Context: an optimization exercise on an open-source flow, tuned for small area. The choices shown serve that exercise and are no tape-out recipe. The RTL of this run was laid out without a check of its function. Power and IR drop assume default switching activity.

==> design/flow/constraint.sdc <==
create_clock -name core_clock -period 10.0 [get_ports {clk}]
set_input_delay 2.0000 -clock core_clock [delete_from_list [all_inputs] [get_ports {clk}]]
set_output_delay 2.0000 -clock core_clock [all_outputs]
set_load 0.01 [all_outputs]
==> design/flow/design.v <==
`timescale 1ns / 1ps
module integer_mac_pe #(parameter DATA_WIDTH=8)
(
    input clk, rstn,
    input signed [DATA_WIDTH-1:0] in_row,
    input signed [DATA_WIDTH-1:0] in_col,
    output reg signed [DATA_WIDTH-1:0] out_row,
    output reg signed [DATA_WIDTH-1:0] out_col,
    output reg signed [DATA_WIDTH-1:0] out_data
);
    always @ (posedge clk) begin
        if (! rstn) begin
            out_data <= 0;
            out_row <= 0;
            out_col <= 0;
        end
        else
            out_data <= out_data + (in_row * in_col);
            out_row <= in_row;
            out_col <= in_col;
    end
endmodule
`timescale 1ns / 1ps
module fifo #(parameter DEPTH=8, DATA_WIDTH=8) 
(
    input clk, rstn,
    input w_en, r_en,
    input signed [DATA_WIDTH-1:0] in_data,
    output reg signed [DATA_WIDTH-1:0] out_data,
    output full, empty
);
    reg [$clog2(DEPTH)-1:0] w_ptr, r_ptr;
    reg signed [DATA_WIDTH-1:0] fifo[DEPTH-1:0];
    always @ (posedge clk) begin
        if (! rstn) begin
            w_ptr <= 0;
        end
        else if (w_en & ! full) begin
            fifo[w_ptr] <= in_data;
            w_ptr <= w_ptr + 1;
        end
    end
    always @ (posedge clk) begin
        if (! rstn) begin
            out_data <= 0;
            r_ptr <= 0;
        end
        else if (r_en & ! empty) begin
            out_data <= fifo[r_ptr];
            r_ptr <= r_ptr + 1;
        end
    end
    assign full = ((w_ptr + 1'b1) == r_ptr);
    assign empty = (w_ptr == r_ptr);
endmodule
`timescale 1ns / 1ps
module demux_1_to_8 #(parameter SELECT_WIDTH=3, DATA_WIDTH=8) 
(
  input [SELECT_WIDTH-1:0] select,
	input signed [DATA_WIDTH-1:0] in_data,
	output reg signed [DATA_WIDTH-1:0] out_data_0,
	output reg signed [DATA_WIDTH-1:0] out_data_1,
	output reg signed [DATA_WIDTH-1:0] out_data_2,
	output reg signed [DATA_WIDTH-1:0] out_data_3,
	output reg signed [DATA_WIDTH-1:0] out_data_4,
	output reg signed [DATA_WIDTH-1:0] out_data_5,
	output reg signed [DATA_WIDTH-1:0] out_data_6,
	output reg signed [DATA_WIDTH-1:0] out_data_7
);
  always @* begin
    {out_data_0, out_data_1, out_data_2, out_data_3,
     out_data_4, out_data_5, out_data_6, out_data_7} = 0;
    case (select)
			3'b000 : out_data_0 = in_data;
			3'b001 : out_data_1 = in_data;
			3'b010 : out_data_2 = in_data;
			3'b011 : out_data_3 = in_data;
			3'b100 : out_data_4 = in_data;
			3'b101 : out_data_5 = in_data;
			3'b110 : out_data_6 = in_data;
			3'b111 : out_data_7 = in_data;
  endcase
end
endmodule
`timescale 1ns / 1ps
module mux_64_to_1 #(parameter SELECT_WIDTH=6, DATA_WIDTH=8) 
(
  input [SELECT_WIDTH-1:0] select,
	input signed [DATA_WIDTH-1:0] in_data_0_0,
	input signed [DATA_WIDTH-1:0] in_data_0_1,
	input signed [DATA_WIDTH-1:0] in_data_0_2,
	input signed [DATA_WIDTH-1:0] in_data_0_3,
	input signed [DATA_WIDTH-1:0] in_data_0_4,
	input signed [DATA_WIDTH-1:0] in_data_0_5,
	input signed [DATA_WIDTH-1:0] in_data_0_6,
	input signed [DATA_WIDTH-1:0] in_data_0_7,
	input signed [DATA_WIDTH-1:0] in_data_1_0,
	input signed [DATA_WIDTH-1:0] in_data_1_1,
	input signed [DATA_WIDTH-1:0] in_data_1_2,
	input signed [DATA_WIDTH-1:0] in_data_1_3,
	input signed [DATA_WIDTH-1:0] in_data_1_4,
	input signed [DATA_WIDTH-1:0] in_data_1_5,
	input signed [DATA_WIDTH-1:0] in_data_1_6,
	input signed [DATA_WIDTH-1:0] in_data_1_7,
	input signed [DATA_WIDTH-1:0] in_data_2_0,
	input signed [DATA_WIDTH-1:0] in_data_2_1,
	input signed [DATA_WIDTH-1:0] in_data_2_2,
	input signed [DATA_WIDTH-1:0] in_data_2_3,
	input signed [DATA_WIDTH-1:0] in_data_2_4,
	input signed [DATA_WIDTH-1:0] in_data_2_5,
	input signed [DATA_WIDTH-1:0] in_data_2_6,
	input signed [DATA_WIDTH-1:0] in_data_2_7,
	input signed [DATA_WIDTH-1:0] in_data_3_0,
	input signed [DATA_WIDTH-1:0] in_data_3_1,
	input signed [DATA_WIDTH-1:0] in_data_3_2,
	input signed [DATA_WIDTH-1:0] in_data_3_3,
	input signed [DATA_WIDTH-1:0] in_data_3_4,
	input signed [DATA_WIDTH-1:0] in_data_3_5,
	input signed [DATA_WIDTH-1:0] in_data_3_6,
	input signed [DATA_WIDTH-1:0] in_data_3_7,
	input signed [DATA_WIDTH-1:0] in_data_4_0,
	input signed [DATA_WIDTH-1:0] in_data_4_1,
	input signed [DATA_WIDTH-1:0] in_data_4_2,
	input signed [DATA_WIDTH-1:0] in_data_4_3,
	input signed [DATA_WIDTH-1:0] in_data_4_4,
	input signed [DATA_WIDTH-1:0] in_data_4_5,
	input signed [DATA_WIDTH-1:0] in_data_4_6,
	input signed [DATA_WIDTH-1:0] in_data_4_7,
	input signed [DATA_WIDTH-1:0] in_data_5_0,
	input signed [DATA_WIDTH-1:0] in_data_5_1,
	input signed [DATA_WIDTH-1:0] in_data_5_2,
	input signed [DATA_WIDTH-1:0] in_data_5_3,
	input signed [DATA_WIDTH-1:0] in_data_5_4,
	input signed [DATA_WIDTH-1:0] in_data_5_5,
	input signed [DATA_WIDTH-1:0] in_data_5_6,
	input signed [DATA_WIDTH-1:0] in_data_5_7,
	input signed [DATA_WIDTH-1:0] in_data_6_0,
	input signed [DATA_WIDTH-1:0] in_data_6_1,
	input signed [DATA_WIDTH-1:0] in_data_6_2,
	input signed [DATA_WIDTH-1:0] in_data_6_3,
	input signed [DATA_WIDTH-1:0] in_data_6_4,
	input signed [DATA_WIDTH-1:0] in_data_6_5,
	input signed [DATA_WIDTH-1:0] in_data_6_6,
	input signed [DATA_WIDTH-1:0] in_data_6_7,
	input signed [DATA_WIDTH-1:0] in_data_7_0,
	input signed [DATA_WIDTH-1:0] in_data_7_1,
	input signed [DATA_WIDTH-1:0] in_data_7_2,
	input signed [DATA_WIDTH-1:0] in_data_7_3,
	input signed [DATA_WIDTH-1:0] in_data_7_4,
	input signed [DATA_WIDTH-1:0] in_data_7_5,
	input signed [DATA_WIDTH-1:0] in_data_7_6,
	input signed [DATA_WIDTH-1:0] in_data_7_7,
	output reg signed [DATA_WIDTH-1:0] out_data
);
  always @* begin
    case (select)
			6'b000000 : out_data <= in_data_0_0;
			6'b000001 : out_data <= in_data_0_1;
			6'b000010 : out_data <= in_data_0_2;
			6'b000011 : out_data <= in_data_0_3;
			6'b000100 : out_data <= in_data_0_4;
			6'b000101 : out_data <= in_data_0_5;
			6'b000110 : out_data <= in_data_0_6;
			6'b000111 : out_data <= in_data_0_7;
			6'b001000 : out_data <= in_data_1_0;
			6'b001001 : out_data <= in_data_1_1;
			6'b001010 : out_data <= in_data_1_2;
			6'b001011 : out_data <= in_data_1_3;
			6'b001100 : out_data <= in_data_1_4;
			6'b001101 : out_data <= in_data_1_5;
			6'b001110 : out_data <= in_data_1_6;
			6'b001111 : out_data <= in_data_1_7;
			6'b010000 : out_data <= in_data_2_0;
			6'b010001 : out_data <= in_data_2_1;
			6'b010010 : out_data <= in_data_2_2;
			6'b010011 : out_data <= in_data_2_3;
			6'b010100 : out_data <= in_data_2_4;
			6'b010101 : out_data <= in_data_2_5;
			6'b010110 : out_data <= in_data_2_6;
			6'b010111 : out_data <= in_data_2_7;
			6'b011000 : out_data <= in_data_3_0;
			6'b011001 : out_data <= in_data_3_1;
			6'b011010 : out_data <= in_data_3_2;
			6'b011011 : out_data <= in_data_3_3;
			6'b011100 : out_data <= in_data_3_4;
			6'b011101 : out_data <= in_data_3_5;
			6'b011110 : out_data <= in_data_3_6;
			6'b011111 : out_data <= in_data_3_7;
			6'b100000 : out_data <= in_data_4_0;
			6'b100001 : out_data <= in_data_4_1;
			6'b100010 : out_data <= in_data_4_2;
			6'b100011 : out_data <= in_data_4_3;
			6'b100100 : out_data <= in_data_4_4;
			6'b100101 : out_data <= in_data_4_5;
			6'b100110 : out_data <= in_data_4_6;
			6'b100111 : out_data <= in_data_4_7;
			6'b101000 : out_data <= in_data_5_0;
			6'b101001 : out_data <= in_data_5_1;
			6'b101010 : out_data <= in_data_5_2;
			6'b101011 : out_data <= in_data_5_3;
			6'b101100 : out_data <= in_data_5_4;
			6'b101101 : out_data <= in_data_5_5;
			6'b101110 : out_data <= in_data_5_6;
			6'b101111 : out_data <= in_data_5_7;
			6'b110000 : out_data <= in_data_6_0;
			6'b110001 : out_data <= in_data_6_1;
			6'b110010 : out_data <= in_data_6_2;
			6'b110011 : out_data <= in_data_6_3;
			6'b110100 : out_data <= in_data_6_4;
			6'b110101 : out_data <= in_data_6_5;
			6'b110110 : out_data <= in_data_6_6;
			6'b110111 : out_data <= in_data_6_7;
			6'b111000 : out_data <= in_data_7_0;
			6'b111001 : out_data <= in_data_7_1;
			6'b111010 : out_data <= in_data_7_2;
			6'b111011 : out_data <= in_data_7_3;
			6'b111100 : out_data <= in_data_7_4;
			6'b111101 : out_data <= in_data_7_5;
			6'b111110 : out_data <= in_data_7_6;
			6'b111111 : out_data <= in_data_7_7;
  endcase
end
endmodule
`timescale 1ns / 1ps
module systolic_array_8x8 #(parameter DEPTH=8, DATA_WIDTH=8, OUT_SELECT_WIDTH=6) (
	input clk, rstn,
	input r_en, w_en,
	input [2:0] row_select,
	input [2:0] col_select,
	input [OUT_SELECT_WIDTH-1:0] out_select,
	input signed [DATA_WIDTH-1:0] in_row,
	input signed [DATA_WIDTH-1:0] in_col,
	output signed [DATA_WIDTH-1:0] mux_data_out,
	output row_fifo_0_full,
	output row_fifo_0_empty,
	output row_fifo_1_full,
	output row_fifo_1_empty,
	output row_fifo_2_full,
	output row_fifo_2_empty,
	output row_fifo_3_full,
	output row_fifo_3_empty,
	output row_fifo_4_full,
	output row_fifo_4_empty,
	output row_fifo_5_full,
	output row_fifo_5_empty,
	output row_fifo_6_full,
	output row_fifo_6_empty,
	output row_fifo_7_full,
	output row_fifo_7_empty,
	output col_fifo_0_full,
	output col_fifo_0_empty,
	output col_fifo_1_full,
	output col_fifo_1_empty,
	output col_fifo_2_full,
	output col_fifo_2_empty,
	output col_fifo_3_full,
	output col_fifo_3_empty,
	output col_fifo_4_full,
	output col_fifo_4_empty,
	output col_fifo_5_full,
	output col_fifo_5_empty,
	output col_fifo_6_full,
	output col_fifo_6_empty,
	output col_fifo_7_full,
	output col_fifo_7_empty
);
	wire [DATA_WIDTH-1:0] row_demux_out_data_0;
	wire [DATA_WIDTH-1:0] row_demux_out_data_1;
	wire [DATA_WIDTH-1:0] row_demux_out_data_2;
	wire [DATA_WIDTH-1:0] row_demux_out_data_3;
	wire [DATA_WIDTH-1:0] row_demux_out_data_4;
	wire [DATA_WIDTH-1:0] row_demux_out_data_5;
	wire [DATA_WIDTH-1:0] row_demux_out_data_6;
	wire [DATA_WIDTH-1:0] row_demux_out_data_7;
	demux_1_to_8  row_demux (
		.select (row_select),
		.in_data (in_row),
		.out_data_0 (row_demux_out_data_0),
		.out_data_1 (row_demux_out_data_1),
		.out_data_2 (row_demux_out_data_2),
		.out_data_3 (row_demux_out_data_3),
		.out_data_4 (row_demux_out_data_4),
		.out_data_5 (row_demux_out_data_5),
		.out_data_6 (row_demux_out_data_6),
		.out_data_7 (row_demux_out_data_7)
	);
	wire [DATA_WIDTH-1:0] col_demux_out_data_0;
	wire [DATA_WIDTH-1:0] col_demux_out_data_1;
	wire [DATA_WIDTH-1:0] col_demux_out_data_2;
	wire [DATA_WIDTH-1:0] col_demux_out_data_3;
	wire [DATA_WIDTH-1:0] col_demux_out_data_4;
	wire [DATA_WIDTH-1:0] col_demux_out_data_5;
	wire [DATA_WIDTH-1:0] col_demux_out_data_6;
	wire [DATA_WIDTH-1:0] col_demux_out_data_7;
	demux_1_to_8  col_demux (
		.select (col_select),
		.in_data (in_col),
		.out_data_0 (col_demux_out_data_0),
		.out_data_1 (col_demux_out_data_1),
		.out_data_2 (col_demux_out_data_2),
		.out_data_3 (col_demux_out_data_3),
		.out_data_4 (col_demux_out_data_4),
		.out_data_5 (col_demux_out_data_5),
		.out_data_6 (col_demux_out_data_6),
		.out_data_7 (col_demux_out_data_7)
	);
	wire signed [DATA_WIDTH-1:0] row_fifo_0_out;
	fifo  row_fifo_0 (
		.clk (clk),
		.rstn (rstn),
		.w_en (w_en & (row_select == 3'd0)),
		.r_en (r_en),
		.in_data (row_demux_out_data_0),
		.out_data (row_fifo_0_out),
		.full (row_fifo_0_full),
		.empty(row_fifo_0_empty)
	);
	wire signed [DATA_WIDTH-1:0] row_fifo_1_out;
	fifo  row_fifo_1 (
		.clk (clk),
		.rstn (rstn),
		.w_en (w_en & (row_select == 3'd1)),
		.r_en (r_en),
		.in_data (row_demux_out_data_1),
		.out_data (row_fifo_1_out),
		.full (row_fifo_1_full),
		.empty(row_fifo_1_empty)
	);
	wire signed [DATA_WIDTH-1:0] row_fifo_2_out;
	fifo  row_fifo_2 (
		.clk (clk),
		.rstn (rstn),
		.w_en (w_en & (row_select == 3'd2)),
		.r_en (r_en),
		.in_data (row_demux_out_data_2),
		.out_data (row_fifo_2_out),
		.full (row_fifo_2_full),
		.empty(row_fifo_2_empty)
	);
	wire signed [DATA_WIDTH-1:0] row_fifo_3_out;
	fifo  row_fifo_3 (
		.clk (clk),
		.rstn (rstn),
		.w_en (w_en & (row_select == 3'd3)),
		.r_en (r_en),
		.in_data (row_demux_out_data_3),
		.out_data (row_fifo_3_out),
		.full (row_fifo_3_full),
		.empty(row_fifo_3_empty)
	);
	wire signed [DATA_WIDTH-1:0] row_fifo_4_out;
	fifo  row_fifo_4 (
		.clk (clk),
		.rstn (rstn),
		.w_en (w_en & (row_select == 3'd4)),
		.r_en (r_en),
		.in_data (row_demux_out_data_4),
		.out_data (row_fifo_4_out),
		.full (row_fifo_4_full),
		.empty(row_fifo_4_empty)
	);
	wire signed [DATA_WIDTH-1:0] row_fifo_5_out;
	fifo  row_fifo_5 (
		.clk (clk),
		.rstn (rstn),
		.w_en (w_en & (row_select == 3'd5)),
		.r_en (r_en),
		.in_data (row_demux_out_data_5),
		.out_data (row_fifo_5_out),
		.full (row_fifo_5_full),
		.empty(row_fifo_5_empty)
	);
	wire signed [DATA_WIDTH-1:0] row_fifo_6_out;
	fifo  row_fifo_6 (
		.clk (clk),
		.rstn (rstn),
		.w_en (w_en & (row_select == 3'd6)),
		.r_en (r_en),
		.in_data (row_demux_out_data_6),
		.out_data (row_fifo_6_out),
		.full (row_fifo_6_full),
		.empty(row_fifo_6_empty)
	);
	wire signed [DATA_WIDTH-1:0] row_fifo_7_out;
	fifo  row_fifo_7 (
		.clk (clk),
		.rstn (rstn),
		.w_en (w_en & (row_select == 3'd7)),
		.r_en (r_en),
		.in_data (row_demux_out_data_7),
		.out_data (row_fifo_7_out),
		.full (row_fifo_7_full),
		.empty(row_fifo_7_empty)
	);
	wire signed [DATA_WIDTH-1:0] col_fifo_0_out;
	fifo  col_fifo_0 (
		.clk (clk),
		.rstn (rstn),
		.w_en (w_en & (col_select == 3'd0)),
		.r_en (r_en),
		.in_data (col_demux_out_data_0),
		.out_data (col_fifo_0_out),
		.full (col_fifo_0_full),
		.empty(col_fifo_0_empty)
	);
	wire signed [DATA_WIDTH-1:0] col_fifo_1_out;
	fifo  col_fifo_1 (
		.clk (clk),
		.rstn (rstn),
		.w_en (w_en & (col_select == 3'd1)),
		.r_en (r_en),
		.in_data (col_demux_out_data_1),
		.out_data (col_fifo_1_out),
		.full (col_fifo_1_full),
		.empty(col_fifo_1_empty)
	);
	wire signed [DATA_WIDTH-1:0] col_fifo_2_out;
	fifo  col_fifo_2 (
		.clk (clk),
		.rstn (rstn),
		.w_en (w_en & (col_select == 3'd2)),
		.r_en (r_en),
		.in_data (col_demux_out_data_2),
		.out_data (col_fifo_2_out),
		.full (col_fifo_2_full),
		.empty(col_fifo_2_empty)
	);
	wire signed [DATA_WIDTH-1:0] col_fifo_3_out;
	fifo  col_fifo_3 (
		.clk (clk),
		.rstn (rstn),
		.w_en (w_en & (col_select == 3'd3)),
		.r_en (r_en),
		.in_data (col_demux_out_data_3),
		.out_data (col_fifo_3_out),
		.full (col_fifo_3_full),
		.empty(col_fifo_3_empty)
	);
	wire signed [DATA_WIDTH-1:0] col_fifo_4_out;
	fifo  col_fifo_4 (
		.clk (clk),
		.rstn (rstn),
		.w_en (w_en & (col_select == 3'd4)),
		.r_en (r_en),
		.in_data (col_demux_out_data_4),
		.out_data (col_fifo_4_out),
		.full (col_fifo_4_full),
		.empty(col_fifo_4_empty)
	);
	wire signed [DATA_WIDTH-1:0] col_fifo_5_out;
	fifo  col_fifo_5 (
		.clk (clk),
		.rstn (rstn),
		.w_en (w_en & (col_select == 3'd5)),
		.r_en (r_en),
		.in_data (col_demux_out_data_5),
		.out_data (col_fifo_5_out),
		.full (col_fifo_5_full),
		.empty(col_fifo_5_empty)
	);
	wire signed [DATA_WIDTH-1:0] col_fifo_6_out;
	fifo  col_fifo_6 (
		.clk (clk),
		.rstn (rstn),
		.w_en (w_en & (col_select == 3'd6)),
		.r_en (r_en),
		.in_data (col_demux_out_data_6),
		.out_data (col_fifo_6_out),
		.full (col_fifo_6_full),
		.empty(col_fifo_6_empty)
	);
	wire signed [DATA_WIDTH-1:0] col_fifo_7_out;
	fifo  col_fifo_7 (
		.clk (clk),
		.rstn (rstn),
		.w_en (w_en & (col_select == 3'd7)),
		.r_en (r_en),
		.in_data (col_demux_out_data_7),
		.out_data (col_fifo_7_out),
		.full (col_fifo_7_full),
		.empty(col_fifo_7_empty)
	);
	wire signed [DATA_WIDTH-1:0] out_row_0_0;
	wire signed [DATA_WIDTH-1:0] out_col_0_0;
	wire signed [DATA_WIDTH-1:0] out_data_0_0;
	integer_mac_pe mac_pe_0_0 (
		.clk (clk),
		.rstn (rstn),
		.in_row (row_fifo_0_out),
		.in_col (col_fifo_0_out),
		.out_row (out_row_0_0),
		.out_col (out_col_0_0),
		.out_data (out_data_0_0)
	);
	wire signed [DATA_WIDTH-1:0] out_row_0_1;
	wire signed [DATA_WIDTH-1:0] out_col_0_1;
	wire signed [DATA_WIDTH-1:0] out_data_0_1;
	integer_mac_pe mac_pe_0_1 (
		.clk (clk),
		.rstn (rstn),
		.in_row (out_row_0_0),
		.in_col (col_fifo_1_out),
		.out_row (out_row_0_1),
		.out_col (out_col_0_1),
		.out_data (out_data_0_1)
	);
	wire signed [DATA_WIDTH-1:0] out_row_0_2;
	wire signed [DATA_WIDTH-1:0] out_col_0_2;
	wire signed [DATA_WIDTH-1:0] out_data_0_2;
	integer_mac_pe mac_pe_0_2 (
		.clk (clk),
		.rstn (rstn),
		.in_row (out_row_0_1),
		.in_col (col_fifo_2_out),
		.out_row (out_row_0_2),
		.out_col (out_col_0_2),
		.out_data (out_data_0_2)
	);
	wire signed [DATA_WIDTH-1:0] out_row_0_3;
	wire signed [DATA_WIDTH-1:0] out_col_0_3;
	wire signed [DATA_WIDTH-1:0] out_data_0_3;
	integer_mac_pe mac_pe_0_3 (
		.clk (clk),
		.rstn (rstn),
		.in_row (out_row_0_2),
		.in_col (col_fifo_3_out),
		.out_row (out_row_0_3),
		.out_col (out_col_0_3),
		.out_data (out_data_0_3)
	);
	wire signed [DATA_WIDTH-1:0] out_row_0_4;
	wire signed [DATA_WIDTH-1:0] out_col_0_4;
	wire signed [DATA_WIDTH-1:0] out_data_0_4;
	integer_mac_pe mac_pe_0_4 (
		.clk (clk),
		.rstn (rstn),
		.in_row (out_row_0_3),
		.in_col (col_fifo_4_out),
		.out_row (out_row_0_4),
		.out_col (out_col_0_4),
		.out_data (out_data_0_4)
	);
	wire signed [DATA_WIDTH-1:0] out_row_0_5;
	wire signed [DATA_WIDTH-1:0] out_col_0_5;
	wire signed [DATA_WIDTH-1:0] out_data_0_5;
	integer_mac_pe mac_pe_0_5 (
		.clk (clk),
		.rstn (rstn),
		.in_row (out_row_0_4),
		.in_col (col_fifo_5_out),
		.out_row (out_row_0_5),
		.out_col (out_col_0_5),
		.out_data (out_data_0_5)
	);
	wire signed [DATA_WIDTH-1:0] out_row_0_6;
	wire signed [DATA_WIDTH-1:0] out_col_0_6;
	wire signed [DATA_WIDTH-1:0] out_data_0_6;
	integer_mac_pe mac_pe_0_6 (
		.clk (clk),
		.rstn (rstn),
		.in_row (out_row_0_5),
		.in_col (col_fifo_6_out),
		.out_row (out_row_0_6),
		.out_col (out_col_0_6),
		.out_data (out_data_0_6)
	);
	wire signed [DATA_WIDTH-1:0] out_row_0_7;
	wire signed [DATA_WIDTH-1:0] out_col_0_7;
	wire signed [DATA_WIDTH-1:0] out_data_0_7;
	integer_mac_pe mac_pe_0_7 (
		.clk (clk),
		.rstn (rstn),
		.in_row (out_row_0_6),
		.in_col (col_fifo_7_out),
		.out_row (out_row_0_7),
		.out_col (out_col_0_7),
		.out_data (out_data_0_7)
	);
	wire signed [DATA_WIDTH-1:0] out_row_1_0;
	wire signed [DATA_WIDTH-1:0] out_col_1_0;
	wire signed [DATA_WIDTH-1:0] out_data_1_0;
	integer_mac_pe mac_pe_1_0 (
		.clk (clk),
		.rstn (rstn),
		.in_row (row_fifo_1_out),
		.in_col (out_col_0_0),
		.out_row (out_row_1_0),
		.out_col (out_col_1_0),
		.out_data (out_data_1_0)
	);
	wire signed [DATA_WIDTH-1:0] out_row_1_1;
	wire signed [DATA_WIDTH-1:0] out_col_1_1;
	wire signed [DATA_WIDTH-1:0] out_data_1_1;
	integer_mac_pe mac_pe_1_1 (
		.clk (clk),
		.rstn (rstn),
		.in_row (out_row_1_0),
		.in_col (out_col_0_1),
		.out_row (out_row_1_1),
		.out_col (out_col_1_1),
		.out_data (out_data_1_1)
	);
	wire signed [DATA_WIDTH-1:0] out_row_1_2;
	wire signed [DATA_WIDTH-1:0] out_col_1_2;
	wire signed [DATA_WIDTH-1:0] out_data_1_2;
	integer_mac_pe mac_pe_1_2 (
		.clk (clk),
		.rstn (rstn),
		.in_row (out_row_1_1),
		.in_col (out_col_0_2),
		.out_row (out_row_1_2),
		.out_col (out_col_1_2),
		.out_data (out_data_1_2)
	);
	wire signed [DATA_WIDTH-1:0] out_row_1_3;
	wire signed [DATA_WIDTH-1:0] out_col_1_3;
	wire signed [DATA_WIDTH-1:0] out_data_1_3;
	integer_mac_pe mac_pe_1_3 (
		.clk (clk),
		.rstn (rstn),
		.in_row (out_row_1_2),
		.in_col (out_col_0_3),
		.out_row (out_row_1_3),
		.out_col (out_col_1_3),
		.out_data (out_data_1_3)
	);
	wire signed [DATA_WIDTH-1:0] out_row_1_4;
	wire signed [DATA_WIDTH-1:0] out_col_1_4;
	wire signed [DATA_WIDTH-1:0] out_data_1_4;
	integer_mac_pe mac_pe_1_4 (
		.clk (clk),
		.rstn (rstn),
		.in_row (out_row_1_3),
		.in_col (out_col_0_4),
		.out_row (out_row_1_4),
		.out_col (out_col_1_4),
		.out_data (out_data_1_4)
	);
	wire signed [DATA_WIDTH-1:0] out_row_1_5;
	wire signed [DATA_WIDTH-1:0] out_col_1_5;
	wire signed [DATA_WIDTH-1:0] out_data_1_5;
	integer_mac_pe mac_pe_1_5 (
		.clk (clk),
		.rstn (rstn),
		.in_row (out_row_1_4),
		.in_col (out_col_0_5),
		.out_row (out_row_1_5),
		.out_col (out_col_1_5),
		.out_data (out_data_1_5)
	);
	wire signed [DATA_WIDTH-1:0] out_row_1_6;
	wire signed [DATA_WIDTH-1:0] out_col_1_6;
	wire signed [DATA_WIDTH-1:0] out_data_1_6;
	integer_mac_pe mac_pe_1_6 (
		.clk (clk),
		.rstn (rstn),
		.in_row (out_row_1_5),
		.in_col (out_col_0_6),
		.out_row (out_row_1_6),
		.out_col (out_col_1_6),
		.out_data (out_data_1_6)
	);
	wire signed [DATA_WIDTH-1:0] out_row_1_7;
	wire signed [DATA_WIDTH-1:0] out_col_1_7;
	wire signed [DATA_WIDTH-1:0] out_data_1_7;
	integer_mac_pe mac_pe_1_7 (
		.clk (clk),
		.rstn (rstn),
		.in_row (out_row_1_6),
		.in_col (out_col_0_7),
		.out_row (out_row_1_7),
		.out_col (out_col_1_7),
		.out_data (out_data_1_7)
	);
	wire signed [DATA_WIDTH-1:0] out_row_2_0;
	wire signed [DATA_WIDTH-1:0] out_col_2_0;
	wire signed [DATA_WIDTH-1:0] out_data_2_0;
	integer_mac_pe mac_pe_2_0 (
		.clk (clk),
		.rstn (rstn),
		.in_row (row_fifo_2_out),
		.in_col (out_col_1_0),
		.out_row (out_row_2_0),
		.out_col (out_col_2_0),
		.out_data (out_data_2_0)
	);
	wire signed [DATA_WIDTH-1:0] out_row_2_1;
	wire signed [DATA_WIDTH-1:0] out_col_2_1;
	wire signed [DATA_WIDTH-1:0] out_data_2_1;
	integer_mac_pe mac_pe_2_1 (
		.clk (clk),
		.rstn (rstn),
		.in_row (out_row_2_0),
		.in_col (out_col_1_1),
		.out_row (out_row_2_1),
		.out_col (out_col_2_1),
		.out_data (out_data_2_1)
	);
	wire signed [DATA_WIDTH-1:0] out_row_2_2;
	wire signed [DATA_WIDTH-1:0] out_col_2_2;
	wire signed [DATA_WIDTH-1:0] out_data_2_2;
	integer_mac_pe mac_pe_2_2 (
		.clk (clk),
		.rstn (rstn),
		.in_row (out_row_2_1),
		.in_col (out_col_1_2),
		.out_row (out_row_2_2),
		.out_col (out_col_2_2),
		.out_data (out_data_2_2)
	);
	wire signed [DATA_WIDTH-1:0] out_row_2_3;
	wire signed [DATA_WIDTH-1:0] out_col_2_3;
	wire signed [DATA_WIDTH-1:0] out_data_2_3;
	integer_mac_pe mac_pe_2_3 (
		.clk (clk),
		.rstn (rstn),
		.in_row (out_row_2_2),
		.in_col (out_col_1_3),
		.out_row (out_row_2_3),
		.out_col (out_col_2_3),
		.out_data (out_data_2_3)
	);
	wire signed [DATA_WIDTH-1:0] out_row_2_4;
	wire signed [DATA_WIDTH-1:0] out_col_2_4;
	wire signed [DATA_WIDTH-1:0] out_data_2_4;
	integer_mac_pe mac_pe_2_4 (
		.clk (clk),
		.rstn (rstn),
		.in_row (out_row_2_3),
		.in_col (out_col_1_4),
		.out_row (out_row_2_4),
		.out_col (out_col_2_4),
		.out_data (out_data_2_4)
	);
	wire signed [DATA_WIDTH-1:0] out_row_2_5;
	wire signed [DATA_WIDTH-1:0] out_col_2_5;
	wire signed [DATA_WIDTH-1:0] out_data_2_5;
	integer_mac_pe mac_pe_2_5 (
		.clk (clk),
		.rstn (rstn),
		.in_row (out_row_2_4),
		.in_col (out_col_1_5),
		.out_row (out_row_2_5),
		.out_col (out_col_2_5),
		.out_data (out_data_2_5)
	);
	wire signed [DATA_WIDTH-1:0] out_row_2_6;
	wire signed [DATA_WIDTH-1:0] out_col_2_6;
	wire signed [DATA_WIDTH-1:0] out_data_2_6;
	integer_mac_pe mac_pe_2_6 (
		.clk (clk),
		.rstn (rstn),
		.in_row (out_row_2_5),
		.in_col (out_col_1_6),
		.out_row (out_row_2_6),
		.out_col (out_col_2_6),
		.out_data (out_data_2_6)
	);
	wire signed [DATA_WIDTH-1:0] out_row_2_7;
	wire signed [DATA_WIDTH-1:0] out_col_2_7;
	wire signed [DATA_WIDTH-1:0] out_data_2_7;
	integer_mac_pe mac_pe_2_7 (
		.clk (clk),
		.rstn (rstn),
		.in_row (out_row_2_6),
		.in_col (out_col_1_7),
		.out_row (out_row_2_7),
		.out_col (out_col_2_7),
		.out_data (out_data_2_7)
	);
	wire signed [DATA_WIDTH-1:0] out_row_3_0;
	wire signed [DATA_WIDTH-1:0] out_col_3_0;
	wire signed [DATA_WIDTH-1:0] out_data_3_0;
	integer_mac_pe mac_pe_3_0 (
		.clk (clk),
		.rstn (rstn),
		.in_row (row_fifo_3_out),
		.in_col (out_col_2_0),
		.out_row (out_row_3_0),
		.out_col (out_col_3_0),
		.out_data (out_data_3_0)
	);
	wire signed [DATA_WIDTH-1:0] out_row_3_1;
	wire signed [DATA_WIDTH-1:0] out_col_3_1;
	wire signed [DATA_WIDTH-1:0] out_data_3_1;
	integer_mac_pe mac_pe_3_1 (
		.clk (clk),
		.rstn (rstn),
		.in_row (out_row_3_0),
		.in_col (out_col_2_1),
		.out_row (out_row_3_1),
		.out_col (out_col_3_1),
		.out_data (out_data_3_1)
	);
	wire signed [DATA_WIDTH-1:0] out_row_3_2;
	wire signed [DATA_WIDTH-1:0] out_col_3_2;
	wire signed [DATA_WIDTH-1:0] out_data_3_2;
	integer_mac_pe mac_pe_3_2 (
		.clk (clk),
		.rstn (rstn),
		.in_row (out_row_3_1),
		.in_col (out_col_2_2),
		.out_row (out_row_3_2),
		.out_col (out_col_3_2),
		.out_data (out_data_3_2)
	);
	wire signed [DATA_WIDTH-1:0] out_row_3_3;
	wire signed [DATA_WIDTH-1:0] out_col_3_3;
	wire signed [DATA_WIDTH-1:0] out_data_3_3;
	integer_mac_pe mac_pe_3_3 (
		.clk (clk),
		.rstn (rstn),
		.in_row (out_row_3_2),
		.in_col (out_col_2_3),
		.out_row (out_row_3_3),
		.out_col (out_col_3_3),
		.out_data (out_data_3_3)
	);
	wire signed [DATA_WIDTH-1:0] out_row_3_4;
	wire signed [DATA_WIDTH-1:0] out_col_3_4;
	wire signed [DATA_WIDTH-1:0] out_data_3_4;
	integer_mac_pe mac_pe_3_4 (
		.clk (clk),
		.rstn (rstn),
		.in_row (out_row_3_3),
		.in_col (out_col_2_4),
		.out_row (out_row_3_4),
		.out_col (out_col_3_4),
		.out_data (out_data_3_4)
	);
	wire signed [DATA_WIDTH-1:0] out_row_3_5;
	wire signed [DATA_WIDTH-1:0] out_col_3_5;
	wire signed [DATA_WIDTH-1:0] out_data_3_5;
	integer_mac_pe mac_pe_3_5 (
		.clk (clk),
		.rstn (rstn),
		.in_row (out_row_3_4),
		.in_col (out_col_2_5),
		.out_row (out_row_3_5),
		.out_col (out_col_3_5),
		.out_data (out_data_3_5)
	);
	wire signed [DATA_WIDTH-1:0] out_row_3_6;
	wire signed [DATA_WIDTH-1:0] out_col_3_6;
	wire signed [DATA_WIDTH-1:0] out_data_3_6;
	integer_mac_pe mac_pe_3_6 (
		.clk (clk),
		.rstn (rstn),
		.in_row (out_row_3_5),
		.in_col (out_col_2_6),
		.out_row (out_row_3_6),
		.out_col (out_col_3_6),
		.out_data (out_data_3_6)
	);
	wire signed [DATA_WIDTH-1:0] out_row_3_7;
	wire signed [DATA_WIDTH-1:0] out_col_3_7;
	wire signed [DATA_WIDTH-1:0] out_data_3_7;
	integer_mac_pe mac_pe_3_7 (
		.clk (clk),
		.rstn (rstn),
		.in_row (out_row_3_6),
		.in_col (out_col_2_7),
		.out_row (out_row_3_7),
		.out_col (out_col_3_7),
		.out_data (out_data_3_7)
	);
	wire signed [DATA_WIDTH-1:0] out_row_4_0;
	wire signed [DATA_WIDTH-1:0] out_col_4_0;
	wire signed [DATA_WIDTH-1:0] out_data_4_0;
	integer_mac_pe mac_pe_4_0 (
		.clk (clk),
		.rstn (rstn),
		.in_row (row_fifo_4_out),
		.in_col (out_col_3_0),
		.out_row (out_row_4_0),
		.out_col (out_col_4_0),
		.out_data (out_data_4_0)
	);
	wire signed [DATA_WIDTH-1:0] out_row_4_1;
	wire signed [DATA_WIDTH-1:0] out_col_4_1;
	wire signed [DATA_WIDTH-1:0] out_data_4_1;
	integer_mac_pe mac_pe_4_1 (
		.clk (clk),
		.rstn (rstn),
		.in_row (out_row_4_0),
		.in_col (out_col_3_1),
		.out_row (out_row_4_1),
		.out_col (out_col_4_1),
		.out_data (out_data_4_1)
	);
	wire signed [DATA_WIDTH-1:0] out_row_4_2;
	wire signed [DATA_WIDTH-1:0] out_col_4_2;
	wire signed [DATA_WIDTH-1:0] out_data_4_2;
	integer_mac_pe mac_pe_4_2 (
		.clk (clk),
		.rstn (rstn),
		.in_row (out_row_4_1),
		.in_col (out_col_3_2),
		.out_row (out_row_4_2),
		.out_col (out_col_4_2),
		.out_data (out_data_4_2)
	);
	wire signed [DATA_WIDTH-1:0] out_row_4_3;
	wire signed [DATA_WIDTH-1:0] out_col_4_3;
	wire signed [DATA_WIDTH-1:0] out_data_4_3;
	integer_mac_pe mac_pe_4_3 (
		.clk (clk),
		.rstn (rstn),
		.in_row (out_row_4_2),
		.in_col (out_col_3_3),
		.out_row (out_row_4_3),
		.out_col (out_col_4_3),
		.out_data (out_data_4_3)
	);
	wire signed [DATA_WIDTH-1:0] out_row_4_4;
	wire signed [DATA_WIDTH-1:0] out_col_4_4;
	wire signed [DATA_WIDTH-1:0] out_data_4_4;
	integer_mac_pe mac_pe_4_4 (
		.clk (clk),
		.rstn (rstn),
		.in_row (out_row_4_3),
		.in_col (out_col_3_4),
		.out_row (out_row_4_4),
		.out_col (out_col_4_4),
		.out_data (out_data_4_4)
	);
	wire signed [DATA_WIDTH-1:0] out_row_4_5;
	wire signed [DATA_WIDTH-1:0] out_col_4_5;
	wire signed [DATA_WIDTH-1:0] out_data_4_5;
	integer_mac_pe mac_pe_4_5 (
		.clk (clk),
		.rstn (rstn),
		.in_row (out_row_4_4),
		.in_col (out_col_3_5),
		.out_row (out_row_4_5),
		.out_col (out_col_4_5),
		.out_data (out_data_4_5)
	);
	wire signed [DATA_WIDTH-1:0] out_row_4_6;
	wire signed [DATA_WIDTH-1:0] out_col_4_6;
	wire signed [DATA_WIDTH-1:0] out_data_4_6;
	integer_mac_pe mac_pe_4_6 (
		.clk (clk),
		.rstn (rstn),
		.in_row (out_row_4_5),
		.in_col (out_col_3_6),
		.out_row (out_row_4_6),
		.out_col (out_col_4_6),
		.out_data (out_data_4_6)
	);
	wire signed [DATA_WIDTH-1:0] out_row_4_7;
	wire signed [DATA_WIDTH-1:0] out_col_4_7;
	wire signed [DATA_WIDTH-1:0] out_data_4_7;
	integer_mac_pe mac_pe_4_7 (
		.clk (clk),
		.rstn (rstn),
		.in_row (out_row_4_6),
		.in_col (out_col_3_7),
		.out_row (out_row_4_7),
		.out_col (out_col_4_7),
		.out_data (out_data_4_7)
	);
	wire signed [DATA_WIDTH-1:0] out_row_5_0;
	wire signed [DATA_WIDTH-1:0] out_col_5_0;
	wire signed [DATA_WIDTH-1:0] out_data_5_0;
	integer_mac_pe mac_pe_5_0 (
		.clk (clk),
		.rstn (rstn),
		.in_row (row_fifo_5_out),
		.in_col (out_col_4_0),
		.out_row (out_row_5_0),
		.out_col (out_col_5_0),
		.out_data (out_data_5_0)
	);
	wire signed [DATA_WIDTH-1:0] out_row_5_1;
	wire signed [DATA_WIDTH-1:0] out_col_5_1;
	wire signed [DATA_WIDTH-1:0] out_data_5_1;
	integer_mac_pe mac_pe_5_1 (
		.clk (clk),
		.rstn (rstn),
		.in_row (out_row_5_0),
		.in_col (out_col_4_1),
		.out_row (out_row_5_1),
		.out_col (out_col_5_1),
		.out_data (out_data_5_1)
	);
	wire signed [DATA_WIDTH-1:0] out_row_5_2;
	wire signed [DATA_WIDTH-1:0] out_col_5_2;
	wire signed [DATA_WIDTH-1:0] out_data_5_2;
	integer_mac_pe mac_pe_5_2 (
		.clk (clk),
		.rstn (rstn),
		.in_row (out_row_5_1),
		.in_col (out_col_4_2),
		.out_row (out_row_5_2),
		.out_col (out_col_5_2),
		.out_data (out_data_5_2)
	);
	wire signed [DATA_WIDTH-1:0] out_row_5_3;
	wire signed [DATA_WIDTH-1:0] out_col_5_3;
	wire signed [DATA_WIDTH-1:0] out_data_5_3;
	integer_mac_pe mac_pe_5_3 (
		.clk (clk),
		.rstn (rstn),
		.in_row (out_row_5_2),
		.in_col (out_col_4_3),
		.out_row (out_row_5_3),
		.out_col (out_col_5_3),
		.out_data (out_data_5_3)
	);
	wire signed [DATA_WIDTH-1:0] out_row_5_4;
	wire signed [DATA_WIDTH-1:0] out_col_5_4;
	wire signed [DATA_WIDTH-1:0] out_data_5_4;
	integer_mac_pe mac_pe_5_4 (
		.clk (clk),
		.rstn (rstn),
		.in_row (out_row_5_3),
		.in_col (out_col_4_4),
		.out_row (out_row_5_4),
		.out_col (out_col_5_4),
		.out_data (out_data_5_4)
	);
	wire signed [DATA_WIDTH-1:0] out_row_5_5;
	wire signed [DATA_WIDTH-1:0] out_col_5_5;
	wire signed [DATA_WIDTH-1:0] out_data_5_5;
	integer_mac_pe mac_pe_5_5 (
		.clk (clk),
		.rstn (rstn),
		.in_row (out_row_5_4),
		.in_col (out_col_4_5),
		.out_row (out_row_5_5),
		.out_col (out_col_5_5),
		.out_data (out_data_5_5)
	);
	wire signed [DATA_WIDTH-1:0] out_row_5_6;
	wire signed [DATA_WIDTH-1:0] out_col_5_6;
	wire signed [DATA_WIDTH-1:0] out_data_5_6;
	integer_mac_pe mac_pe_5_6 (
		.clk (clk),
		.rstn (rstn),
		.in_row (out_row_5_5),
		.in_col (out_col_4_6),
		.out_row (out_row_5_6),
		.out_col (out_col_5_6),
		.out_data (out_data_5_6)
	);
	wire signed [DATA_WIDTH-1:0] out_row_5_7;
	wire signed [DATA_WIDTH-1:0] out_col_5_7;
	wire signed [DATA_WIDTH-1:0] out_data_5_7;
	integer_mac_pe mac_pe_5_7 (
		.clk (clk),
		.rstn (rstn),
		.in_row (out_row_5_6),
		.in_col (out_col_4_7),
		.out_row (out_row_5_7),
		.out_col (out_col_5_7),
		.out_data (out_data_5_7)
	);
	wire signed [DATA_WIDTH-1:0] out_row_6_0;
	wire signed [DATA_WIDTH-1:0] out_col_6_0;
	wire signed [DATA_WIDTH-1:0] out_data_6_0;
	integer_mac_pe mac_pe_6_0 (
		.clk (clk),
		.rstn (rstn),
		.in_row (row_fifo_6_out),
		.in_col (out_col_5_0),
		.out_row (out_row_6_0),
		.out_col (out_col_6_0),
		.out_data (out_data_6_0)
	);
	wire signed [DATA_WIDTH-1:0] out_row_6_1;
	wire signed [DATA_WIDTH-1:0] out_col_6_1;
	wire signed [DATA_WIDTH-1:0] out_data_6_1;
	integer_mac_pe mac_pe_6_1 (
		.clk (clk),
		.rstn (rstn),
		.in_row (out_row_6_0),
		.in_col (out_col_5_1),
		.out_row (out_row_6_1),
		.out_col (out_col_6_1),
		.out_data (out_data_6_1)
	);
	wire signed [DATA_WIDTH-1:0] out_row_6_2;
	wire signed [DATA_WIDTH-1:0] out_col_6_2;
	wire signed [DATA_WIDTH-1:0] out_data_6_2;
	integer_mac_pe mac_pe_6_2 (
		.clk (clk),
		.rstn (rstn),
		.in_row (out_row_6_1),
		.in_col (out_col_5_2),
		.out_row (out_row_6_2),
		.out_col (out_col_6_2),
		.out_data (out_data_6_2)
	);
	wire signed [DATA_WIDTH-1:0] out_row_6_3;
	wire signed [DATA_WIDTH-1:0] out_col_6_3;
	wire signed [DATA_WIDTH-1:0] out_data_6_3;
	integer_mac_pe mac_pe_6_3 (
		.clk (clk),
		.rstn (rstn),
		.in_row (out_row_6_2),
		.in_col (out_col_5_3),
		.out_row (out_row_6_3),
		.out_col (out_col_6_3),
		.out_data (out_data_6_3)
	);
	wire signed [DATA_WIDTH-1:0] out_row_6_4;
	wire signed [DATA_WIDTH-1:0] out_col_6_4;
	wire signed [DATA_WIDTH-1:0] out_data_6_4;
	integer_mac_pe mac_pe_6_4 (
		.clk (clk),
		.rstn (rstn),
		.in_row (out_row_6_3),
		.in_col (out_col_5_4),
		.out_row (out_row_6_4),
		.out_col (out_col_6_4),
		.out_data (out_data_6_4)
	);
	wire signed [DATA_WIDTH-1:0] out_row_6_5;
	wire signed [DATA_WIDTH-1:0] out_col_6_5;
	wire signed [DATA_WIDTH-1:0] out_data_6_5;
	integer_mac_pe mac_pe_6_5 (
		.clk (clk),
		.rstn (rstn),
		.in_row (out_row_6_4),
		.in_col (out_col_5_5),
		.out_row (out_row_6_5),
		.out_col (out_col_6_5),
		.out_data (out_data_6_5)
	);
	wire signed [DATA_WIDTH-1:0] out_row_6_6;
	wire signed [DATA_WIDTH-1:0] out_col_6_6;
	wire signed [DATA_WIDTH-1:0] out_data_6_6;
	integer_mac_pe mac_pe_6_6 (
		.clk (clk),
		.rstn (rstn),
		.in_row (out_row_6_5),
		.in_col (out_col_5_6),
		.out_row (out_row_6_6),
		.out_col (out_col_6_6),
		.out_data (out_data_6_6)
	);
	wire signed [DATA_WIDTH-1:0] out_row_6_7;
	wire signed [DATA_WIDTH-1:0] out_col_6_7;
	wire signed [DATA_WIDTH-1:0] out_data_6_7;
	integer_mac_pe mac_pe_6_7 (
		.clk (clk),
		.rstn (rstn),
		.in_row (out_row_6_6),
		.in_col (out_col_5_7),
		.out_row (out_row_6_7),
		.out_col (out_col_6_7),
		.out_data (out_data_6_7)
	);
	wire signed [DATA_WIDTH-1:0] out_row_7_0;
	wire signed [DATA_WIDTH-1:0] out_col_7_0;
	wire signed [DATA_WIDTH-1:0] out_data_7_0;
	integer_mac_pe mac_pe_7_0 (
		.clk (clk),
		.rstn (rstn),
		.in_row (row_fifo_7_out),
		.in_col (out_col_6_0),
		.out_row (out_row_7_0),
		.out_col (out_col_7_0),
		.out_data (out_data_7_0)
	);
	wire signed [DATA_WIDTH-1:0] out_row_7_1;
	wire signed [DATA_WIDTH-1:0] out_col_7_1;
	wire signed [DATA_WIDTH-1:0] out_data_7_1;
	integer_mac_pe mac_pe_7_1 (
		.clk (clk),
		.rstn (rstn),
		.in_row (out_row_7_0),
		.in_col (out_col_6_1),
		.out_row (out_row_7_1),
		.out_col (out_col_7_1),
		.out_data (out_data_7_1)
	);
	wire signed [DATA_WIDTH-1:0] out_row_7_2;
	wire signed [DATA_WIDTH-1:0] out_col_7_2;
	wire signed [DATA_WIDTH-1:0] out_data_7_2;
	integer_mac_pe mac_pe_7_2 (
		.clk (clk),
		.rstn (rstn),
		.in_row (out_row_7_1),
		.in_col (out_col_6_2),
		.out_row (out_row_7_2),
		.out_col (out_col_7_2),
		.out_data (out_data_7_2)
	);
	wire signed [DATA_WIDTH-1:0] out_row_7_3;
	wire signed [DATA_WIDTH-1:0] out_col_7_3;
	wire signed [DATA_WIDTH-1:0] out_data_7_3;
	integer_mac_pe mac_pe_7_3 (
		.clk (clk),
		.rstn (rstn),
		.in_row (out_row_7_2),
		.in_col (out_col_6_3),
		.out_row (out_row_7_3),
		.out_col (out_col_7_3),
		.out_data (out_data_7_3)
	);
	wire signed [DATA_WIDTH-1:0] out_row_7_4;
	wire signed [DATA_WIDTH-1:0] out_col_7_4;
	wire signed [DATA_WIDTH-1:0] out_data_7_4;
	integer_mac_pe mac_pe_7_4 (
		.clk (clk),
		.rstn (rstn),
		.in_row (out_row_7_3),
		.in_col (out_col_6_4),
		.out_row (out_row_7_4),
		.out_col (out_col_7_4),
		.out_data (out_data_7_4)
	);
	wire signed [DATA_WIDTH-1:0] out_row_7_5;
	wire signed [DATA_WIDTH-1:0] out_col_7_5;
	wire signed [DATA_WIDTH-1:0] out_data_7_5;
	integer_mac_pe mac_pe_7_5 (
		.clk (clk),
		.rstn (rstn),
		.in_row (out_row_7_4),
		.in_col (out_col_6_5),
		.out_row (out_row_7_5),
		.out_col (out_col_7_5),
		.out_data (out_data_7_5)
	);
	wire signed [DATA_WIDTH-1:0] out_row_7_6;
	wire signed [DATA_WIDTH-1:0] out_col_7_6;
	wire signed [DATA_WIDTH-1:0] out_data_7_6;
	integer_mac_pe mac_pe_7_6 (
		.clk (clk),
		.rstn (rstn),
		.in_row (out_row_7_5),
		.in_col (out_col_6_6),
		.out_row (out_row_7_6),
		.out_col (out_col_7_6),
		.out_data (out_data_7_6)
	);
	wire signed [DATA_WIDTH-1:0] out_row_7_7;
	wire signed [DATA_WIDTH-1:0] out_col_7_7;
	wire signed [DATA_WIDTH-1:0] out_data_7_7;
	integer_mac_pe mac_pe_7_7 (
		.clk (clk),
		.rstn (rstn),
		.in_row (out_row_7_6),
		.in_col (out_col_6_7),
		.out_row (out_row_7_7),
		.out_col (out_col_7_7),
		.out_data (out_data_7_7)
	);
	mux_64_to_1  mux (
		.select (out_select),
		.in_data_0_0 (out_data_0_0),
		.in_data_0_1 (out_data_0_1),
		.in_data_0_2 (out_data_0_2),
		.in_data_0_3 (out_data_0_3),
		.in_data_0_4 (out_data_0_4),
		.in_data_0_5 (out_data_0_5),
		.in_data_0_6 (out_data_0_6),
		.in_data_0_7 (out_data_0_7),
		.in_data_1_0 (out_data_1_0),
		.in_data_1_1 (out_data_1_1),
		.in_data_1_2 (out_data_1_2),
		.in_data_1_3 (out_data_1_3),
		.in_data_1_4 (out_data_1_4),
		.in_data_1_5 (out_data_1_5),
		.in_data_1_6 (out_data_1_6),
		.in_data_1_7 (out_data_1_7),
		.in_data_2_0 (out_data_2_0),
		.in_data_2_1 (out_data_2_1),
		.in_data_2_2 (out_data_2_2),
		.in_data_2_3 (out_data_2_3),
		.in_data_2_4 (out_data_2_4),
		.in_data_2_5 (out_data_2_5),
		.in_data_2_6 (out_data_2_6),
		.in_data_2_7 (out_data_2_7),
		.in_data_3_0 (out_data_3_0),
		.in_data_3_1 (out_data_3_1),
		.in_data_3_2 (out_data_3_2),
		.in_data_3_3 (out_data_3_3),
		.in_data_3_4 (out_data_3_4),
		.in_data_3_5 (out_data_3_5),
		.in_data_3_6 (out_data_3_6),
		.in_data_3_7 (out_data_3_7),
		.in_data_4_0 (out_data_4_0),
		.in_data_4_1 (out_data_4_1),
		.in_data_4_2 (out_data_4_2),
		.in_data_4_3 (out_data_4_3),
		.in_data_4_4 (out_data_4_4),
		.in_data_4_5 (out_data_4_5),
		.in_data_4_6 (out_data_4_6),
		.in_data_4_7 (out_data_4_7),
		.in_data_5_0 (out_data_5_0),
		.in_data_5_1 (out_data_5_1),
		.in_data_5_2 (out_data_5_2),
		.in_data_5_3 (out_data_5_3),
		.in_data_5_4 (out_data_5_4),
		.in_data_5_5 (out_data_5_5),
		.in_data_5_6 (out_data_5_6),
		.in_data_5_7 (out_data_5_7),
		.in_data_6_0 (out_data_6_0),
		.in_data_6_1 (out_data_6_1),
		.in_data_6_2 (out_data_6_2),
		.in_data_6_3 (out_data_6_3),
		.in_data_6_4 (out_data_6_4),
		.in_data_6_5 (out_data_6_5),
		.in_data_6_6 (out_data_6_6),
		.in_data_6_7 (out_data_6_7),
		.in_data_7_0 (out_data_7_0),
		.in_data_7_1 (out_data_7_1),
		.in_data_7_2 (out_data_7_2),
		.in_data_7_3 (out_data_7_3),
		.in_data_7_4 (out_data_7_4),
		.in_data_7_5 (out_data_7_5),
		.in_data_7_6 (out_data_7_6),
		.in_data_7_7 (out_data_7_7),
		.out_data (mux_data_out)
	);
endmodule
==> design/flow/run.sh <==
#!/bin/bash
# synth_recipe.tcl (not shown) runs the flow's synth.tcl, then flattens the netlist and writes it again
# the make line also repeats each setting of config.mk as NAME=value (left out here)
make -C /OpenROAD-flow-scripts/flow DESIGN_CONFIG=/design/flow/config.mk WORK_HOME=/design/flow/orfs CLKGATE_MAP_FILE= SYNTH_SCRIPT=/design/flow/synth_recipe.tcl finish
==> design/flow/config.mk <==
export PLATFORM = sky130hd
export DESIGN_NAME = systolic_array_8x8
export DESIGN_NICKNAME = systolic_array_8x8
export VERILOG_FILES = /design/flow/design.v
export SDC_FILE = /design/flow/constraint.sdc
export NUM_CORES = 4
export LEC_CHECK = 0
export CAP_MARGIN = 20
export CORE_MARGIN = 2
export CORE_UTILIZATION = 40
export SLEW_MARGIN = 20
==> notes.md <==
==> cells in the mapped netlist, types with 181 or more instances <==
master    count
inv_1      1924
dfxtp_1    1632
nand2_1    1629
and2_1     1561
ha_1       1312
fa_1       1152
edfxtp_1   1024
xnor2_1     978
xor2_1      329
mux4_2      256
clkbuf_1    221
mux2i_1     181
==> worst max-delay path, stage by stage <==
cell,delay (ns)
buf_2,0.65
buf_4,0.45
nor2b_2,0.79
buf_4,0.39
and2_1,0.24
a32oi_1,0.11
nand4_1,0.21
nor4_1,0.10
a32oi_1,0.86
clkdlybuf4s50_1,0.70
==> cells by family after synthesis <==
kind of cell,synth area share (%)
fa+ha+maj,25.7
buf+inv,5.58
flops,41.2
compound gates,2.71
simple gates,12.4
xor+xnor,7.45
mux,4.99
==> routing by layer <==
layer,up-vias,routed length (um),global-route usage (%)
li1,43700,-,-
met1,48000,196000,30.9
met2,2216,200000,36.3
met3,699,26100,4.20
met4,12,22300,9.73
met5,-,89,0
==> metrics by stage <==
stage	std cells	cell area [sq um]	hold slack [ns]	setup slack (ns)	util, %
detailed placement	18300	161000	0.345	1.54	42.0
global placement	18300	161000	0.342	1.56	42.0
CTS	18900	171000	0.357	1.55	44.7
global route	18900	171000	0.360	1.49	44.7
floorplan	13400	154000	0.329	3.96	-
finish	18900	171000	0.352	1.38	44.7
==> final timing paths <==
kind                                               end                   start  cells after the start  slack (ns)
worst min register to register   mac_pe_0_2.out_row[7]   mac_pe_0_1.out_row[7]                      0        0.35
worst max-delay path                   mux_data_out[1]           out_select[2]                     10        1.38
worst max register to register  mac_pe_0_7.out_data[7]  mac_pe_0_7.out_data[6]                     15        5.42
worst min-delay path             mac_pe_0_2.out_row[7]   mac_pe_0_1.out_row[7]                      0        0.35
==> final cells by class <==
type | instances | area, sq um | share of cell area [%]
multi-input cells | 8471 | 82000 | 48.0
flip-flops and latches | 2656 | 63400 | 37.1
clock buffers | 387 | 8210 | 4.80
inverters | 1924 | 7220 | 4.22
well taps | 5038 | 6300 | 3.69
repair buffers | 230 | 1890 | 1.11
clock inverters | 162 | 1880 | 1.10
diodes | 20 | 50.0 | 0.0293
==> report_power, final <==
part,switching (mW),internal (mW),leakage [nW]
Combinational,0.760,0.596,48.4
Sequential,0.805,11.6,23.0
Clock,4.71,6.57,4.88
==> flow_metrics.tcl <==
set metrics [dict create \
    fin_skew_ns 0.0587 \
    path_max_fanout 21 \
    cts_resized 0 \
    clock_sink_count 2656 \
    p_leak_nw 76.2 \
    yosys_warnings 4 \
    synth_area_sq_um 154000 \
    first_global_vias 97000 \
    die_w_um 624 \
    avgSynthCellArea_sq_um 11.5 \
    post-route-drc-count 0 \
    finalWirelength_mm 444 \
    synth_area_leaders "dfxtp_1 (21%), edfxtp_1 (20%), fa_1 (15%), ha_1 (11%), and2_1 (6.3%)" \
    setup_viol 0 \
    clock.fmax_mhz 116 \
    synth-seq-cells 2656 \
    avgViaCountPerCell 5.01 \
    io_buffers 71 \
    clock_latency_ns 0.93 \
    synth_top_cell_by_area "dfxtp_1" \
    post-cts-setup-buffers 0 \
    rsz0062_at_grt "false" \
    cts_root_buf "clkbuf_16" \
    synth_cell_types 68 \
    grt_first_pass_wirelength_mm 663 \
    track_usage_pct 23.0 \
    yosysSeqAreaShare_pct 41.2 \
    die_area_sq_um 390000 \
    antenna_left 0 \
    start_util_pct 40.2 \
    num_vias 94700 \
    rows 227 \
    antenna_found_initial 48 \
    globalplace.congestion 1.01 \
    status "finished clean" \
    synthCells 13400 \
    finalMaxSlewViolations 0 \
    die_h_um 624 \
    drt_first_pass_iters 5 \
    layout_commonest_cell "inv_1" \
    critical_path_class "in2out" \
    cts_hold_buf 0 \
    num-fill-cells 35200 \
    synthArstFlopShare_pct 0 \
    synthFlopType "dfxtp_1" \
    tritoncts "done" \
    finalCritPeriodShare_pct 86.2 \
    h-tree-depth 5 \
    finalHoldViolations 0 \
    irDropWorstVdd_mv 0.150 \
    maxSlewHeadroom_pct 19.4 \
    layout.nets 16100 \
    ios 72 \
    drive_above_1_share_pct 6.80 \
    fin_total_pwr_mw 25.0 \
    path_clk_slew_ns 0.06 \
    wl_per_cell_um 23.5 \
    synth_edf_count 1024 \
    yosys.area.top_type_share_pct 21.2 \
    drt_iter0_drc 6145 \
    drv_cap 0 \
    hold_class "reg2reg" \
    worstMarginPinSlew_ns 1.21 \
    period_minus_slack_ns 8.62 \
    powerDensity_nw_per_um2 146 \
    core_sq_um 383000 \
    grt_overflow_total 0 \
    final_cell_mix "inv_1 (1,924), dfxtp_1 (1,632), nand2_1 (1,629), and2_1 (1,561), ha_1 (1,312)" \
    arrival_ns 6.62 \
    syn_nets 15900 \
    start_kind "input pin" \
    dp_hpwl_mm 348 \
    setup_tns_ns 0 \
    clockBufferDepth 4 \
    syn2layout_area_growth_pct 11.1 \
    required_ns 8.00 \
    grt_max_degree 127 \
    cts_buffers 300 \
    end_kind "primary output" \
]

## afterwards: timing with drivers on the ports
The results above use ideal ports. As a check the final layout listed here was re-extracted and re-timed, cells and wires unchanged. Step 1: set_driving_cell puts a clkbuf_16 on clk and a buf_2 on each other input, an assumption about the parent block. Step 2, shift: input delay + t, output delay - t, t = (earliest + latest rising clock arrival at the registers) / 2. This alone moves slack from input paths to output paths. Slacks: ideal / step 1 / step 2; pairs: ideal / step 1.
t, ns: 0.996
slack for setup (ns): 1.378 / 1.351 / 1.351
worst setup path at the end: input to output
pins driven straight from the clock port: 1
After both steps this run still meets setup and hold. The setup slack of this run moves by -0.027 ns with the drivers and by -0.027 ns with both steps.
